What follows belongs to an exercise in optimizing a design on an open flow for small area; a production flow would make more cautious choices.
Function was not checked in any run shown here: the RTL went through the layout flow alone.
No activity file was given, so power comes from the tool's default toggle rates.

### design/flow/flow/run.sh
#!/bin/bash
# Standard layout (the standard.sh, unchanged synthesis and floorplan) with two
# knobs passed through the environment:
#  - ports are buffered with the smallest buffer (buf_1) instead of the default choice;
#  - clock tree synthesis uses clkbuf_8 on clusters of up to 20 sinks and adds no dummy loads.
set -euo pipefail
cd "$(dirname "$0")/.."
export BUFFER_PORTS_ARGS="-buffer_cell sky130_fd_sc_hd__buf_1"
export CTS_ARGS="-sink_clustering_enable -repair_clock_nets -dont_use_dummy_load -sink_clustering_size 20 -sink_clustering_max_diameter 60 -buf_list sky130_fd_sc_hd__clkbuf_8"
bash standard.sh > standard.log 2>&1
### design/flow/standard.sh
#!/bin/bash
# synth_recipe.tcl (not shown) runs the flow's synth.tcl, then flattens the netlist and writes it again
# the make line also repeats each setting of config.mk as NAME=value (left out here)
make -C /OpenROAD-flow-scripts/flow DESIGN_CONFIG=/design/flow/config.mk WORK_HOME=/design/flow/orfs CLKGATE_MAP_FILE= SYNTH_SCRIPT=/design/flow/synth_recipe.tcl "${@:-finish}"
### design/flow/config.mk
export PLATFORM = sky130hd
export DESIGN_NAME = rgb2YCbCr
export DESIGN_NICKNAME = rgb2YCbCr
export VERILOG_FILES = /design/flow/design.v
export SDC_FILE = /design/flow/constraint.sdc
export NUM_CORES = 4
export LEC_CHECK = 0
export CAP_MARGIN = 20
export CORE_MARGIN = 2
export CORE_UTILIZATION = 60
export SLEW_MARGIN = 20
export SYNTH_HIERARCHICAL = 1
export SYNTH_MINIMUM_KEEP_SIZE = 0
### design/flow/constraint.sdc
create_clock -name core_clock -period 5.0 [get_ports {clk_in}]
set_input_delay 1.0000 -clock core_clock [delete_from_list [all_inputs] [get_ports {clk_in}]]
set_output_delay 1.0000 -clock core_clock [all_outputs]
set_load 0.01 [all_outputs]
### design/flow/design.v
`timescale 1ns / 1ps
module rgb2YCbCr #(
parameter pix_per_clock = 4,
parameter data_width    = 8
)
(
input wire clk_in,
input wire reset,
input wire [(data_width*pix_per_clock*3)-1:0] rdata,
input wire rlast,
output reg rready,
input wire ruser,
input wire rvalid,
output reg [(data_width*pix_per_clock*3)-1:0] tdata,
output reg tlast,
input wire tready,
output reg tuser,
output reg tvalid
);
reg [95:0] pix_d1, pix_d2;
reg [7:0] g_d3 [0:3];
reg [8:0] u_d3 [0:3];
reg [8:0] v_d3 [0:3];
always @(posedge clk_in) begin
    pix_d1 <= rdata;
    pix_d2 <= pix_d1;
end
genvar i;
generate for (i = 0; i < 4; i = i + 1) begin : px
    wire [7:0] r = pix_d2[24*i+16 +: 8];
    wire [7:0] g = pix_d2[24*i+8  +: 8];
    wire [7:0] b = pix_d2[24*i    +: 8];
    wire [7:0] gn = ~g;
    wire [8:0] u, v;
    wire [7:0] y, cb, cr;
    rgb2ycc_diff_u du (.a(r), .g(g), .gn(gn), .d(u));
    rgb2ycc_diff_v dv (.a(b), .g(g), .gn(gn), .d(v));
    always @(posedge clk_in) begin
        g_d3[i] <= g;
        u_d3[i] <= u;
        v_d3[i] <= v;
    end
    rgb2ycc_sum cs (.g(g_d3[i]), .u(u_d3[i]), .v(v_d3[i]), .y(y), .cb(cb), .cr(cr));
    always @(posedge clk_in)
        tdata[24*i +: 24] <= {cr, cb, y};
end endgenerate
reg rlast_d1, rlast_d2, rlast_d3;
reg ruser_d1, ruser_d2, ruser_d3;
reg rvalid_d1, rvalid_d2, rvalid_d3;
always @(posedge clk_in) begin
    rlast_d1  <= rlast;  rlast_d2  <= rlast_d1;  rlast_d3  <= rlast_d2;  tlast  <= rlast_d3;
    ruser_d1  <= ruser;  ruser_d2  <= ruser_d1;  ruser_d3  <= ruser_d2;  tuser  <= ruser_d3;
    rvalid_d1 <= rvalid; rvalid_d2 <= rvalid_d1; rvalid_d3 <= rvalid_d2; tvalid <= rvalid_d3;
    rready    <= tready;
end
endmodule
module rgb2ycc_fa (input wire a, input wire b, input wire c, output wire s, output wire co);
  assign s  = a ^ b ^ c;
  assign co = (a & b) | (c & (a ^ b));
endmodule
module rgb2ycc_ha (input wire a, input wire b, output wire s, output wire co);
  assign s  = a ^ b;
  assign co = a & b;
endmodule
module rgb2ycc_maj (input wire a, input wire b, input wire c, output wire co);
  assign co = (a & b) | (c & (a | b));
endmodule
module rgb2ycc_xor (input wire a, input wire b, output wire s);
  assign s = a ^ b;
endmodule
module rgb2ycc_xnor (input wire a, input wire b, output wire s);
  assign s = ~(a ^ b);
endmodule
module rgb2ycc_or (input wire a, input wire b, output wire co);
  assign co = a | b;
endmodule
module rgb2ycc_and (input wire a, input wire b, output wire co);
  assign co = a & b;
endmodule
module rgb2ycc_diff_u (input wire [7:0] a, input wire [7:0] g, input wire [7:0] gn, output wire [8:0] d);
  wire [7:0] an = ~a;
  wire [8:0] c;
  rgb2ycc_ha   h0 (.a(a[0]), .b(gn[0]), .s(d[0]), .co(c[1]));
  genvar k;
  generate for (k = 1; k < 8; k = k + 1) begin : bit_
    rgb2ycc_fa f (.a(a[k]), .b(gn[k]), .c(c[k]), .s(d[k]), .co(c[k+1]));
  end endgenerate
  assign d[8] = c[8];
endmodule
module rgb2ycc_diff_v (input wire [7:0] a, input wire [7:0] g, input wire [7:0] gn, output wire [8:0] d);
  wire [7:0] an = ~a;
  wire [8:0] c;
  rgb2ycc_ha   h0 (.a(a[0]), .b(gn[0]), .s(d[0]), .co(c[1]));
  genvar k;
  generate for (k = 1; k < 8; k = k + 1) begin : bit_
    rgb2ycc_fa f (.a(a[k]), .b(gn[k]), .c(c[k]), .s(d[k]), .co(c[k+1]));
  end endgenerate
  assign d[8] = c[8];
endmodule
module rgb2ycc_sum (input wire [7:0] g, input wire [8:0] u, input wire [8:0] v,
  output wire [7:0] y, output wire [7:0] cb, output wire [7:0] cr);
  wire [7:0] g_n = ~g;
  wire [8:0] u_n = ~u;
  wire [8:0] v_n = ~v;
  wire n1;
  wire n2;
  wire n3, n4;
  wire n5;
  wire n6, n7;
  wire n8, n9;
  wire n10, n11;
  wire n12;
  wire n13, n14;
  wire n15, n16;
  wire n17, n18;
  wire n19, n20;
  wire n21;
  wire n22, n23;
  wire n24, n25;
  wire n26, n27;
  wire n28, n29;
  wire n30;
  wire n31, n32;
  wire n33, n34;
  wire n35, n36;
  wire n37, n38;
  wire n39, n40;
  wire n41, n42;
  wire n43, n44;
  wire n45, n46;
  wire n47, n48;
  wire n49, n50;
  wire n51, n52;
  wire n53, n54;
  wire n55, n56;
  wire n57, n58;
  wire n59, n60;
  wire n61, n62;
  wire n63, n64;
  wire n65, n66;
  wire n67, n68;
  wire n69, n70;
  wire n71, n72;
  wire n73, n74;
  wire n75;
  wire n76;
  wire n77, n78;
  wire n79, n80;
  wire n81, n82;
  wire n83, n84;
  wire n85;
  wire n86;
  wire n87, n88;
  wire n89, n90;
  wire n91, n92;
  wire n93, n94;
  wire n95, n96;
  wire n97;
  wire n98;
  wire n99;
  wire n100, n101;
  wire n102;
  wire n103, n104;
  wire n105, n106;
  wire n107;
  wire n108, n109;
  wire n110, n111;
  wire n112;
  wire n113;
  wire n114;
  wire n115, n116;
  wire n117, n118;
  wire n119;
  wire n120, n121;
  wire n122, n123;
  wire n124, n125;
  wire n126, n127;
  wire n128;
  wire n129;
  wire n130, n131;
  wire n132, n133;
  wire n134, n135;
  wire n136, n137;
  wire n138;
  wire n139;
  wire n140, n141;
  wire n142, n143;
  wire n144, n145;
  wire n146, n147;
  wire n148, n149;
  wire n150, n151;
  wire n152, n153;
  wire n154, n155;
  wire n156, n157;
  wire n158, n159;
  wire n160, n161;
  wire n162, n163;
  wire n164, n165;
  wire n166;
  wire n167;
  wire n168, n169;
  wire n170;
  wire n171;
  wire n172;
  wire n173, n174;
  wire n175;
  wire n176, n177;
  wire n178;
  wire n179, n180;
  wire n181;
  wire n182;
  wire n183;
  wire n184, n185;
  wire n186;
  wire n187, n188;
  wire n189, n190;
  wire n191, n192;
  wire n193;
  wire n194;
  wire n195, n196;
  wire n197, n198;
  wire n199, n200;
  wire n201;
  wire n202;
  wire n203, n204;
  wire n205, n206;
  wire n207, n208;
  wire n209, n210;
  wire n211, n212;
  wire n213, n214;
  wire n215, n216;
  wire n217, n218;
  wire n219;
  wire n220;
  wire n221, n222;
  wire n223;
  wire n224;
  wire n225, n226;
  wire n227;
  wire n228;
  rgb2ycc_and cn1 (.a(g[0]), .b(u[2]), .co(n1));
  rgb2ycc_maj cn2 (.a(g[1]), .b(u[3]), .c(n1), .co(n2));
  rgb2ycc_fa  cn3 (.a(g[2]), .b(u[4]), .c(u_n[0]), .s(n3), .co(n4));
  rgb2ycc_maj cn5 (.a(v_n[0]), .b(n3), .c(n2), .co(n5));
  rgb2ycc_fa  cn6 (.a(g[3]), .b(g[0]), .c(u[5]), .s(n6), .co(n7));
  rgb2ycc_fa  cn8 (.a(u_n[1]), .b(u_n[0]), .c(v_n[1]), .s(n8), .co(n9));
  rgb2ycc_fa  cn10 (.a(n4), .b(n6), .c(n8), .s(n10), .co(n11));
  rgb2ycc_and cn12 (.a(n5), .b(n10), .co(n12));
  rgb2ycc_fa  cn13 (.a(g[4]), .b(g[1]), .c(u[6]), .s(n13), .co(n14));
  rgb2ycc_fa  cn15 (.a(u_n[2]), .b(u_n[1]), .c(v_n[2]), .s(n15), .co(n16));
  rgb2ycc_fa  cn17 (.a(n7), .b(n9), .c(n13), .s(n17), .co(n18));
  rgb2ycc_fa  cn19 (.a(n15), .b(n11), .c(n17), .s(n19), .co(n20));
  rgb2ycc_and cn21 (.a(n12), .b(n19), .co(n21));
  rgb2ycc_fa  cn22 (.a(g[5]), .b(g[2]), .c(u[7]), .s(n22), .co(n23));
  rgb2ycc_fa  cn24 (.a(u_n[3]), .b(u_n[2]), .c(v_n[3]), .s(n24), .co(n25));
  rgb2ycc_fa  cn26 (.a(n14), .b(n16), .c(n22), .s(n26), .co(n27));
  rgb2ycc_fa  cn28 (.a(n24), .b(n18), .c(n26), .s(n28), .co(n29));
  rgb2ycc_maj cn30 (.a(n20), .b(n28), .c(n21), .co(n30));
  rgb2ycc_fa  cn31 (.a(g[6]), .b(g[3]), .c(g_n[0]), .s(n31), .co(n32));
  rgb2ycc_fa  cn33 (.a(u[8]), .b(u_n[4]), .c(u_n[3]), .s(n33), .co(n34));
  rgb2ycc_fa  cn35 (.a(v_n[4]), .b(n31), .c(n23), .s(n35), .co(n36));
  rgb2ycc_fa  cn37 (.a(n25), .b(n33), .c(n27), .s(n37), .co(n38));
  rgb2ycc_fa  cn39 (.a(n35), .b(n29), .c(n37), .s(n39), .co(n40));
  rgb2ycc_ha  cn41 (.a(n39), .b(n30), .s(n41), .co(n42));
  rgb2ycc_fa  cn43 (.a(g[7]), .b(g[4]), .c(g_n[1]), .s(n43), .co(n44));
  rgb2ycc_fa  cn45 (.a(u_n[5]), .b(u_n[4]), .c(v_n[5]), .s(n45), .co(n46));
  rgb2ycc_fa  cn47 (.a(n32), .b(n43), .c(n34), .s(n47), .co(n48));
  rgb2ycc_fa  cn49 (.a(n45), .b(n36), .c(n47), .s(n49), .co(n50));
  rgb2ycc_fa  cn51 (.a(n38), .b(n49), .c(n40), .s(n51), .co(n52));
  rgb2ycc_ha  cn53 (.a(n42), .b(n51), .s(n53), .co(n54));
  rgb2ycc_fa  cn55 (.a(g[5]), .b(g_n[2]), .c(u_n[6]), .s(n55), .co(n56));
  rgb2ycc_fa  cn57 (.a(u_n[5]), .b(v_n[6]), .c(n44), .s(n57), .co(n58));
  rgb2ycc_fa  cn59 (.a(n46), .b(n55), .c(n57), .s(n59), .co(n60));
  rgb2ycc_fa  cn61 (.a(n48), .b(n59), .c(n50), .s(n61), .co(n62));
  rgb2ycc_fa  cn63 (.a(n61), .b(n52), .c(n54), .s(n63), .co(n64));
  rgb2ycc_fa  cn65 (.a(g[6]), .b(g_n[3]), .c(u_n[7]), .s(n65), .co(n66));
  rgb2ycc_fa  cn67 (.a(u_n[6]), .b(v_n[7]), .c(n56), .s(n67), .co(n68));
  rgb2ycc_fa  cn69 (.a(n65), .b(n58), .c(n67), .s(n69), .co(n70));
  rgb2ycc_fa  cn71 (.a(n60), .b(n69), .c(n62), .s(n71), .co(n72));
  rgb2ycc_ha  cn73 (.a(n71), .b(n64), .s(n73), .co(n74));
  rgb2ycc_or  cn75 (.a(g[7]), .b(g_n[4]), .co(n75));
  rgb2ycc_xnor cn76 (.a(g[7]), .b(g_n[4]), .s(n76));
  rgb2ycc_fa  cn77 (.a(u_n[8]), .b(u_n[7]), .c(v_n[8]), .s(n77), .co(n78));
  rgb2ycc_fa  cn79 (.a(n76), .b(n66), .c(n77), .s(n79), .co(n80));
  rgb2ycc_fa  cn81 (.a(n68), .b(n79), .c(n70), .s(n81), .co(n82));
  rgb2ycc_fa  cn83 (.a(n81), .b(n72), .c(n74), .s(n83), .co(n84));
  rgb2ycc_or  cn85 (.a(g_n[5]), .b(u_n[8]), .co(n85));
  rgb2ycc_xnor cn86 (.a(g_n[5]), .b(u_n[8]), .s(n86));
  rgb2ycc_fa  cn87 (.a(n75), .b(n86), .c(n78), .s(n87), .co(n88));
  rgb2ycc_fa  cn89 (.a(n80), .b(n87), .c(n82), .s(n89), .co(n90));
  rgb2ycc_ha  cn91 (.a(n89), .b(n84), .s(n91), .co(n92));
  rgb2ycc_fa  cn93 (.a(g_n[6]), .b(n85), .c(n88), .s(n93), .co(n94));
  rgb2ycc_fa  cn95 (.a(n93), .b(n90), .c(n92), .s(n95), .co(n96));
  rgb2ycc_xnor cn97 (.a(g_n[7]), .b(n94), .s(n97));
  rgb2ycc_xor cn98 (.a(n97), .b(n96), .s(n98));
  rgb2ycc_or  cn99 (.a(u_n[2]), .b(u[0]), .co(n99));
  rgb2ycc_fa  cn100 (.a(u_n[3]), .b(u[1]), .c(v_n[0]), .s(n100), .co(n101));
  rgb2ycc_and cn102 (.a(n99), .b(n100), .co(n102));
  rgb2ycc_fa  cn103 (.a(u_n[4]), .b(u[2]), .c(u_n[0]), .s(n103), .co(n104));
  rgb2ycc_fa  cn105 (.a(v_n[1]), .b(n101), .c(n103), .s(n105), .co(n106));
  rgb2ycc_and cn107 (.a(n102), .b(n105), .co(n107));
  rgb2ycc_fa  cn108 (.a(u_n[5]), .b(u[3]), .c(u_n[1]), .s(n108), .co(n109));
  rgb2ycc_fa  cn110 (.a(v_n[2]), .b(n104), .c(n108), .s(n110), .co(n111));
  rgb2ycc_maj cn112 (.a(n106), .b(n110), .c(n107), .co(n112));
  rgb2ycc_or  cn113 (.a(u_n[6]), .b(u[4]), .co(n113));
  rgb2ycc_xnor cn114 (.a(u_n[6]), .b(u[4]), .s(n114));
  rgb2ycc_fa  cn115 (.a(u_n[2]), .b(v_n[3]), .c(v[0]), .s(n115), .co(n116));
  rgb2ycc_fa  cn117 (.a(n114), .b(n109), .c(n115), .s(n117), .co(n118));
  rgb2ycc_maj cn119 (.a(n111), .b(n117), .c(n112), .co(n119));
  rgb2ycc_fa  cn120 (.a(u_n[7]), .b(u[5]), .c(u_n[3]), .s(n120), .co(n121));
  rgb2ycc_fa  cn122 (.a(v_n[4]), .b(v[1]), .c(n113), .s(n122), .co(n123));
  rgb2ycc_fa  cn124 (.a(n116), .b(n120), .c(n122), .s(n124), .co(n125));
  rgb2ycc_fa  cn126 (.a(n118), .b(n124), .c(n119), .s(n126), .co(n127));
  rgb2ycc_or  cn128 (.a(u_n[8]), .b(u[6]), .co(n128));
  rgb2ycc_xnor cn129 (.a(u_n[8]), .b(u[6]), .s(n129));
  rgb2ycc_fa  cn130 (.a(u_n[4]), .b(v_n[5]), .c(v[2]), .s(n130), .co(n131));
  rgb2ycc_fa  cn132 (.a(n129), .b(n121), .c(n130), .s(n132), .co(n133));
  rgb2ycc_fa  cn134 (.a(n123), .b(n132), .c(n125), .s(n134), .co(n135));
  rgb2ycc_ha  cn136 (.a(n134), .b(n127), .s(n136), .co(n137));
  rgb2ycc_or  cn138 (.a(u[7]), .b(u_n[5]), .co(n138));
  rgb2ycc_xnor cn139 (.a(u[7]), .b(u_n[5]), .s(n139));
  rgb2ycc_fa  cn140 (.a(v_n[6]), .b(v[3]), .c(n139), .s(n140), .co(n141));
  rgb2ycc_fa  cn142 (.a(n128), .b(n131), .c(n140), .s(n142), .co(n143));
  rgb2ycc_fa  cn144 (.a(n133), .b(n142), .c(n135), .s(n144), .co(n145));
  rgb2ycc_ha  cn146 (.a(n144), .b(n137), .s(n146), .co(n147));
  rgb2ycc_fa  cn148 (.a(u[8]), .b(u_n[6]), .c(v_n[7]), .s(n148), .co(n149));
  rgb2ycc_fa  cn150 (.a(v[4]), .b(n138), .c(n148), .s(n150), .co(n151));
  rgb2ycc_fa  cn152 (.a(n141), .b(n150), .c(n143), .s(n152), .co(n153));
  rgb2ycc_fa  cn154 (.a(n152), .b(n145), .c(n147), .s(n154), .co(n155));
  rgb2ycc_fa  cn156 (.a(u_n[7]), .b(v_n[8]), .c(v[5]), .s(n156), .co(n157));
  rgb2ycc_fa  cn158 (.a(n149), .b(n156), .c(n151), .s(n158), .co(n159));
  rgb2ycc_fa  cn160 (.a(n158), .b(n153), .c(n155), .s(n160), .co(n161));
  rgb2ycc_fa  cn162 (.a(u_n[8]), .b(v[6]), .c(n157), .s(n162), .co(n163));
  rgb2ycc_fa  cn164 (.a(n162), .b(n159), .c(n161), .s(n164), .co(n165));
  rgb2ycc_or  cn166 (.a(v[7]), .b(n163), .co(n166));
  rgb2ycc_xnor cn167 (.a(v[7]), .b(n163), .s(n167));
  rgb2ycc_ha  cn168 (.a(n167), .b(n165), .s(n168), .co(n169));
  rgb2ycc_xnor cn170 (.a(v[8]), .b(n166), .s(n170));
  rgb2ycc_xor cn171 (.a(n170), .b(n169), .s(n171));
  rgb2ycc_and cn172 (.a(v_n[2]), .b(v_n[0]), .co(n172));
  rgb2ycc_fa  cn173 (.a(u_n[0]), .b(v_n[3]), .c(v_n[1]), .s(n173), .co(n174));
  rgb2ycc_and cn175 (.a(n172), .b(n173), .co(n175));
  rgb2ycc_fa  cn176 (.a(u_n[1]), .b(v_n[4]), .c(v_n[2]), .s(n176), .co(n177));
  rgb2ycc_maj cn178 (.a(n174), .b(n176), .c(n175), .co(n178));
  rgb2ycc_fa  cn179 (.a(u_n[2]), .b(v_n[5]), .c(v_n[3]), .s(n179), .co(n180));
  rgb2ycc_maj cn181 (.a(n177), .b(n179), .c(n178), .co(n181));
  rgb2ycc_or  cn182 (.a(u_n[3]), .b(u[0]), .co(n182));
  rgb2ycc_xnor cn183 (.a(u_n[3]), .b(u[0]), .s(n183));
  rgb2ycc_fa  cn184 (.a(v_n[6]), .b(v_n[4]), .c(n183), .s(n184), .co(n185));
  rgb2ycc_maj cn186 (.a(n180), .b(n184), .c(n181), .co(n186));
  rgb2ycc_fa  cn187 (.a(u_n[4]), .b(u[1]), .c(v_n[7]), .s(n187), .co(n188));
  rgb2ycc_fa  cn189 (.a(v_n[5]), .b(n182), .c(n187), .s(n189), .co(n190));
  rgb2ycc_fa  cn191 (.a(n185), .b(n189), .c(n186), .s(n191), .co(n192));
  rgb2ycc_or  cn193 (.a(u_n[5]), .b(u[2]), .co(n193));
  rgb2ycc_xnor cn194 (.a(u_n[5]), .b(u[2]), .s(n194));
  rgb2ycc_fa  cn195 (.a(v_n[8]), .b(v_n[6]), .c(n194), .s(n195), .co(n196));
  rgb2ycc_fa  cn197 (.a(n188), .b(n195), .c(n190), .s(n197), .co(n198));
  rgb2ycc_ha  cn199 (.a(n197), .b(n192), .s(n199), .co(n200));
  rgb2ycc_or  cn201 (.a(u_n[6]), .b(u[3]), .co(n201));
  rgb2ycc_xnor cn202 (.a(u_n[6]), .b(u[3]), .s(n202));
  rgb2ycc_fa  cn203 (.a(v_n[7]), .b(n202), .c(n193), .s(n203), .co(n204));
  rgb2ycc_fa  cn205 (.a(n196), .b(n203), .c(n198), .s(n205), .co(n206));
  rgb2ycc_ha  cn207 (.a(n205), .b(n200), .s(n207), .co(n208));
  rgb2ycc_fa  cn209 (.a(u_n[7]), .b(u[4]), .c(v_n[8]), .s(n209), .co(n210));
  rgb2ycc_fa  cn211 (.a(n201), .b(n209), .c(n204), .s(n211), .co(n212));
  rgb2ycc_fa  cn213 (.a(n211), .b(n206), .c(n208), .s(n213), .co(n214));
  rgb2ycc_fa  cn215 (.a(u_n[8]), .b(u[5]), .c(n210), .s(n215), .co(n216));
  rgb2ycc_fa  cn217 (.a(n215), .b(n212), .c(n214), .s(n217), .co(n218));
  rgb2ycc_or  cn219 (.a(u[6]), .b(n216), .co(n219));
  rgb2ycc_xnor cn220 (.a(u[6]), .b(n216), .s(n220));
  rgb2ycc_ha  cn221 (.a(n220), .b(n218), .s(n221), .co(n222));
  rgb2ycc_or  cn223 (.a(u[7]), .b(n219), .co(n223));
  rgb2ycc_xnor cn224 (.a(u[7]), .b(n219), .s(n224));
  rgb2ycc_ha  cn225 (.a(n224), .b(n222), .s(n225), .co(n226));
  rgb2ycc_xnor cn227 (.a(u[8]), .b(n223), .s(n227));
  rgb2ycc_xor cn228 (.a(n227), .b(n226), .s(n228));
  assign y[0] = ~n41;
  assign y[1] = ~n53;
  assign y[2] = ~n63;
  assign y[3] = ~n73;
  assign y[4] = ~n83;
  assign y[5] = ~n91;
  assign y[6] = ~n95;
  assign y[7] = ~n98;
  assign cb[0] = n126;
  assign cb[1] = n136;
  assign cb[2] = n146;
  assign cb[3] = n154;
  assign cb[4] = n160;
  assign cb[5] = n164;
  assign cb[6] = n168;
  assign cb[7] = n171;
  assign cr[0] = n191;
  assign cr[1] = n199;
  assign cr[2] = n207;
  assign cr[3] = n213;
  assign cr[4] = n217;
  assign cr[5] = n221;
  assign cr[6] = n225;
  assign cr[7] = n228;
endmodule
==> impl_metrics.json, run 1 <==
{
  "drv_slew": 0,
  "tns_ps": 0,
  "synthMuxAreaShare_pct": 0,
  "slowest_delay_ps": 440,
  "core-area_sq_um": 31300,
  "start_util_pct": 60.6,
  "leakage_nw": 8.65,
  "antenna_found_initial": 0,
  "p_seq_share_pct": 32.9,
  "hold_path.class": "flop to flop",
  "tritoncts": "yes",
  "rows": 65,
  "combPwrFrac_pct": 56.3,
  "grt_max_degree": 21,
  "startpoint": "u_d3[0][0]",
  "grtUsageTotal_pct": 20.5,
  "cap_violations": 0,
  "crit_chain": "inv_1 -> fa_1 -> fa_1 -> fa_1 -> fa_1 -> fa_1 -> ha_1 -> fa_1 -> ha_1 -> fa_1 -> ha_1 -> fa_1 -> xor2_1 -> inv_1",
  "p_sw_mw": 5.17,
  "cts_buffer_depth": 3,
  "critPathSlowestCell": "fa_1",
  "grt_pass1_wl_mm": 51.7,
  "io_pins": 202,
  "grt_pass1_vias": 10200,
  "routedWlPerCell_microns": 16.6,
  "finalSetupViolations": 0,
  "fillers": 2392,
  "synth_simple_gate_area_share_pct": 2.51,
  "final_net_count": 1994,
  "finalHoldViolCount": 0,
  "antenna_left": 0,
  "seq_area_frac_synth_pct": 42.7,
  "synthAdderAreaFrac_pct": 45.4,
  "p_per_area_nw_per_um2": 651,
  "period_share_pct": 95.8,
  "fmax_ghz": 0.209,
  "place_congestion": 0.889,
  "drc": 0,
  "worst_slew_pin_slew_ps": 412,
  "postSynthRegisterBits": 405,
  "ir_worst_vdd_mv": 0.456,
  "synth_nets": 1787,
  "crit_path_max_fanout": 4,
  "syn_inst": 1253,
  "clock-skew-final_ps": 64.5,
  "synth_top_family_by_area": "adder cells",
  "drt_wl_total_mm": 30.9,
  "clk_pin_slew_ps": 110,
  "die-area_sq_um": 33100,
  "vias_per_cell": 4.65,
  "synth_warnings": 13,
  "die_w_microns": 182,
  "status": "timing/DRC/antenna clean",
  "fin_worst_hold_slack_ps": 269,
  "cts_sinks": 405,
  "cts-root-buf": "clkbuf_8",
  "pwr-share-clk_pct": 10.8,
  "port_buffers": 200,
  "min-delay-start": "pix_d1[3]",
  "synth_cell_types": 10,
  "worstSetupStartpointType": "flop",
  "chipHeight_microns": 182,
  "synth-xor-area-share_pct": 3.14,
  "cts_setup_buffers": 0,
  "first_iter_violations": 215,
  "period_needed_ps": 4790,
  "dp_hpwl_mm": 26.4,
  "p_int_mw": 8.14,
  "via_count": 8661,
  "rsz0062_at_grt": "no",
  "layout-drive-gt1-share_pct": 7.75,
  "crit_required_ps": 5480,
  "p_sw_share_pct": 38.8,
  "syn_area_sq_um": 19000,
  "ff2ff_setup_slack_ps": 210,
  "area_growth_syn_to_layout_pct": 7.80,
  "htree_levels": 1,
  "cts_buffers": 29,
  "avgSynthCellArea_sq_um": 15.1,
  "timing.critical_path.mode_cell": "fa_1",
  "clock_latency_ps": 610,
  "dr.pass1.iters": 5,
  "crit_arrival_ps": 5270,
  "overflow": 0,
  "worstReg2RegStart": "u_d3[0][0]",
  "relSlewSlack_pct": 72.5,
  "end_kind": "flop",
  "synth_compound_area_share_pct": 0,
  "path_class": "flop to flop"
}
-- stage by stage --
| stage | cells | setup WS [ps] | total power, mW | cell area [sq um] | utilization, % |
|---|---|---|---|---|---|
| finish | 1861 | 210 | 13.3 | 20400 | 65.3 |
| detailed placement | 1831 | 160 | 12.2 | 20000 | 64.0 |
| floorplan | 1253 | 263 | 11.8 | 19000 | - |
| global placement | 1831 | 168 | 12.0 | 20000 | 64.0 |
| CTS | 1860 | 106 | 13.7 | 20400 | 65.3 |
| global route | 1860 | 22.4 | 15.0 | 20400 | 65.3 |
-- power groups by stage --
stage,Combinational (mW),Clock (mW),Sequential (mW)
after global routing,8.98,1.62,4.45
after global placement,7.56,0,4.45
after floorplan,7.15,0,4.64
final,7.50,1.43,4.38
after CTS,7.82,1.50,4.39
after detailed placement,7.73,0,4.46
-- path summary, 6_finish.rpt --
kind                             endpoint  cells past startpoint
worst min register to register  pix_d2[3]                      0
worst max-delay path             tdata[7]                     14
worst max register to register   tdata[7]                     14
worst min-delay path            pix_d2[3]                      0
-- cell usage after synthesis --
cell type / count / area share, %
and2_1: 28 / 0.92
buf_4: 72 / 2.8
dfxtp_1: 405 / 43
fa_1: 380 / 40
ha_1: 52 / 3.4
inv_1: 168 / 3.3
maj3_2: 32 / 1.9
or2_1: 48 / 1.6
xnor2_1: 56 / 2.6
xor2_1: 12 / 0.55
-- per-module statistics from Yosys (local to each module, per instance), a selection --
module,copies in the design,flip-flops and latches
rgb2YCbCr,1,405
rgb2ycc_fa,380,0
rgb2ycc_ha,52,0
rgb2ycc_maj,32,0
rgb2ycc_xnor,56,0
rgb2ycc_xor,12,0
rgb2ycc_diff_u,4,0
rgb2ycc_or,48,0
rgb2ycc_and,28,0
-- flip-flops by register name, indices dropped and copies added (netlist names) --
signal,count
pix_d1,96
pix_d2,96
tdata,96
u_d3,36
v_d3,36
g_d3,32
rlast_d1,1
rlast_d2,1
rlast_d3,1
rready,1
ruser_d1,1
ruser_d2,1
ruser_d3,1
rvalid_d1,1
rvalid_d2,1
rvalid_d3,1
tlast,1
tuser,1
tvalid,1
-- metal layers --
| metal | GRT usage, % | vias to the layer above | wire length (microns) |
|---|---|---|---|
| li1 | - | 4029 | - |
| met1 | 26.7 | 4420 | 12600 |
| met2 | 37.1 | 173 | 16300 |
| met3 | 2.75 | 39 | 1210 |
| met4 | 4.52 | 0 | 711 |
| met5 | 0 | - | 0 |
-- layout make-up --
type                            instances  area [sq um]  share of cell area, %
Timing Repair Buffer                  248          1110                   5.43
Multi-Input combinational cell        608          9690                   47.4
Clock buffer                           29           399                   1.95
Inverter                              168           631                   3.08
Sequential cell                       405          8110                   39.7
Tap cell                              402           503                   2.46
Antenna cell                            1          2.50                 0.0122
-- placed cells by master (no fill, tap or decap) --
cell type and count:
diode_2 1, dfxtp_2 3, xnor2_1 56, clkbuf_8 29, or2_1 48, ha_1 52, inv_1 167, and2_1 28
maj3_2 32, xor2_1 12, buf_1 200, inv_2 1, fa_1 380, dfxtp_1 402, buf_4 48
-- critical path: cells and delay by family, from the launching register on --
family | cells | cell delay, ps
flip-flops | 1 | 420
buffers and inverters | 2 | 210
adder cells (fa/ha/maj) | 11 | 3900
XOR/XNOR | 1 | 160
-- logic make-up (layout without fill, tap and decap cells) --
group                      Yosys count  in the layout
xor gates and xnor gates            68             68
other                                0              1
DFF                                405            405
adders and majority gates          464            464
and+or+nand+nor                     76             76
buffers and inverters              240            445
-- repair_timing --
action | 4_1_cts | 5_1_grt
hold buffers | 0 | 0
endpoints found under the setup margin | 0 | 3
gates resized for setup | 0 | 4
==> run 2: changes to the inputs <==
--- a/design/flow/config.mk
+++ b/design/flow/config.mk
@@ -8,6 +8,7 @@
 export CAP_MARGIN = 20
 export CORE_MARGIN = 2
 export CORE_UTILIZATION = 60
+export GPL_TIMING_DRIVEN = 0
 export SLEW_MARGIN = 20
 export SYNTH_HIERARCHICAL = 1
 export SYNTH_MINIMUM_KEEP_SIZE = 0
==> run 2 against run 1 <==
  * Sequential cell count is the same
  * Synthesized cell count is the same
  * Global-route usage shrank 0.58 points
  * Die area is the same
  * Still clean on timing, DRC and antenna
==> impl_metrics.json, run 2 <==
{
  "status": "timing/DRC/antenna clean",
  "final_common_cell": "dfxtp_1",
  "critPathSlowestCell": "fa_1",
  "antenna_cells": 0,
  "ir_worst_vdd_mv": 0.471,
  "finalSetupViolations": 0,
  "cts_sinks": 405,
  "syn_inst": 1253,
  "chipHeight_microns": 182,
  "seq_area_frac_synth_pct": 42.7,
  "antenna_found_initial": 0,
  "htree_levels": 1,
  "clock_latency_ps": 600,
  "cts_buffers": 28,
  "synth.most_common_cell": "dfxtp_1",
  "place_congestion": 0.831,
  "crit_required_ps": 5510,
  "grt_max_degree": 21,
  "final_util_pct": 66.6,
  "path_class": "flop to flop",
  "end_kind": "flop",
  "tritoncts": "yes",
  "crit_arrival_ps": 5380,
  "synth_nets": 1787,
  "worstSetupStartpointType": "flop",
  "die-area_sq_um": 33100,
  "relSlewSlack_pct": 72.9,
  "fillers": 2388,
  "yosys.area.top_type": "dfxtp_1",
  "async_flop_share_pct": 0,
  "leakage_nw": 8.80,
  "rsz0062_at_grt": "yes",
  "reg2regPathDepth": 15,
  "crit_path_end": "tdata[15]",
  "via_count": 8879,
  "overflow": 0,
  "hold_path.class": "flop to flop",
  "synth_edf_count": 0,
  "final_cell_mix": "383 x dfxtp_1, 379 x fa_1, 200 x buf_1",
  "fmax_ghz": 0.205,
  "power_mw": 15.3,
  "reg_top3": "pix_d1 x96, pix_d2 x96, tdata x96",
  "slowest_delay_ps": 560,
  "cts-root-buf": "clkbuf_8",
  "grtUsageTotal_pct": 20.0,
  "postSynthRegisterBits": 405,
  "avgSynthCellArea_sq_um": 15.1,
  "io_pins": 202,
  "die_w_microns": 182,
  "dp_hpwl_mm": 25.5,
  "area_growth_syn_to_layout_pct": 9.97,
  "grt_pass1_wl_mm": 50.4,
  "cap_violations": 0,
  "synth_warnings": 13,
  "worstReg2RegStart": "u_d3[0][4]",
  "routedWlPerCell_microns": 16.1,
  "final_net_count": 2039,
  "core-area_sq_um": 31300,
  "drv_slew": 0,
  "port_buffers": 200,
  "worst_slew_pin_slew_ps": 407,
  "netlist_top_cells_area": "dfxtp_1 43%, fa_1 40%, ha_1 3.4%, inv_1 3.3%, buf_4 2.8%",
  "ff2ff_setup_slack_ps": 130,
  "period_needed_ps": 4870,
  "p_per_area_nw_per_um2": 736,
  "period_share_pct": 97.4,
  "layout-drive-gt1-share_pct": 13.0,
  "dr.pass1.iters": 4,
  "crit_chain": "clkinvlp_4 -> fa_1 -> fa_1 -> and2_1 -> maj3_2 -> maj3_2 -> fa_1 -> ha_1 -> ha_1 -> fa_1 -> fa_1 -> fa_1 -> ha_1 -> xor2_1 -> buf_4",
  "ys_top_cells_by_count": "405 x dfxtp_1, 380 x fa_1, 168 x inv_1",
  "r2r-end": "tdata[15]",
  "timing.critical_path.mode_cell": "fa_1",
  "crit_path_max_fanout": 5,
  "first_iter_violations": 296,
  "clk_pin_slew_ps": 110,
  "syn_area_sq_um": 19000,
  "vias_per_cell": 4.66,
  "finalHoldViolCount": 0,
  "rows": 65,
  "start_util_pct": 60.6,
  "cts_buffer_depth": 3,
  "synth_ff_type": "dfxtp_1",
  "clock-skew-final_ps": 64.3,
  "grt_pass1_vias": 10100,
  "synth_cell_types": 10,
  "antenna_left": 0,
  "yosys.area.top_type_share_pct": 42.7,
  "drc": 0,
  "drt_wl_total_mm": 30.6,
  "startpoint": "u_d3[0][4]"
}
==> run 2: cell counts after synthesis <==
Identical to the previous run, type by type.
==> run 2: timing repair <==
action                     4_1_cts  5_1_grt
cloned                           0        0
gates resized for setup         17       31
setup endpoints to repair       12       15
hold buffers                     0        0
buffers inserted                 4       18
==> run 2: critical path, delay by kind of cell (launching register included) <==
| family | cells | cell delay [ps] |
|---|---|---|
| xor gates and xnor gates | 1 | 170 |
| DFF | 1 | 430 |
| buffers and inverters | 2 | 270 |
| and+or+nand+nor | 1 | 150 |
| adders and majority gates | 11 | 3730 |
==> run 2: area by class of cell <==
cell class                      instances  area [sq um]  share of cell area [%]
Tap cell                              402           503                    2.41
Sequential cell                       405          8150                    39.1
Clock buffer                           28           385                    1.85
Inverter                              168           672                    3.22
Multi-Input combinational cell        608          9690                    46.5
Buffer                                 72           541                    2.59
Timing Repair Buffer                  222           916                    4.39
==> run 2: per-stage QoR <==
stage | hold WS (ps) | instance area (sq um) | setup TNS (ps) | setup WS, ps | cells
finish | 247 | 20900 | 0 | 130 | 1905
global placement | 310 | 20200 | -745 | -161 | 1855
detailed placement | 312 | 20200 | -730 | -186 | 1855
CTS | 245 | 20700 | -38.2 | -38.2 | 1887
global route | 247 | 20900 | -32.4 | -30.0 | 1905
floorplan | 310 | 19000 | 0 | 263 | 1253
==> run 2: layer usage <==
metal | routed length [microns] | global-route usage [%] | part of all wire, %
met1 | 13100 | 27.0 | 43
met2 | 15600 | 34.5 | 51
met3 | 1080 | 2.61 | 3.5
met4 | 797 | 5.40 | 2.6
met5 | 0 | 0 | 0
==> run 2: worst min path at each step <==
stage / from / end / slack, ps / depth (start not counted)
final: pix_d1[19] / pix_d2[19] / 250 / 0
after global routing: pix_d1[19] / pix_d2[19] / 250 / 0
after CTS: pix_d1[19] / pix_d2[19] / 250 / 0
after detailed placement: pix_d1[19] / pix_d2[19] / 310 / 0
after global placement: pix_d1[10] / pix_d2[10] / 310 / 0
after floorplan: pix_d1[0] / pix_d2[0] / 310 / 0
==> run 2: per-module statistics from Yosys (local to each module, per instance), excerpt <==
module	flip-flops and latches	cell area, sq um	cells
rgb2ycc_xnor	0	8.76	1
rgb2ycc_diff_v	0	7.51	1
rgb2ycc_fa	0	20.0	1
rgb2ycc_and	0	6.26	1
rgb2ycc_diff_u	0	7.51	1
rgb2ycc_ha	0	12.5	1
rgb2ycc_maj	0	11.3	1
rgb2ycc_xor	0	8.76	1
==> run 2: report_power, final <==
part           switching (mW)  leakage, nW  internal [mW]
Sequential              0.354         3.42           4.11
Combinational            4.27         5.18           5.21
Clock                   0.907        0.201          0.500
==> run 2: kinds of logic (layout without fill, tap and decap cells) <==
| family | count (synthesis) | after routing | synth area share, % |
|---|---|---|---|
| and+or+nand+nor | 76 | 76 | 2.51 |
| DFF | 405 | 405 | 42.7 |
| xor gates and xnor gates | 68 | 68 | 3.14 |
| buffers and inverters | 240 | 490 | 6.17 |
| adders and majority gates | 464 | 464 | 45.4 |

==> re-timing with driven ports <==
Ports are ideal in the flow. The routed layouts listed here were re-timed in OpenROAD.
Step 1 assumes that a clkbuf_16 drives the clock port and a buf_2 every other input.
Step 2, shift: input delay + t, output delay - t, t = (earliest + latest rising clock arrival at the registers) / 2. This alone moves slack from input paths to output paths.
Three values: no drivers, after step 1, after step 2; two values: the first two.
run | t (ns) | slack for setup (ns) | worst setup path at the end | latest minus earliest clock arrival (ns)
run 1 | 0.622 | 0.210 / 0.210 / 0.210 | register to register | 0.068 / 0.068
run 2 | 0.620 | 0.130 / 0.130 / 0.130 | register to register | 0.065 / 0.064
After both steps setup and hold are still met in every run listed.
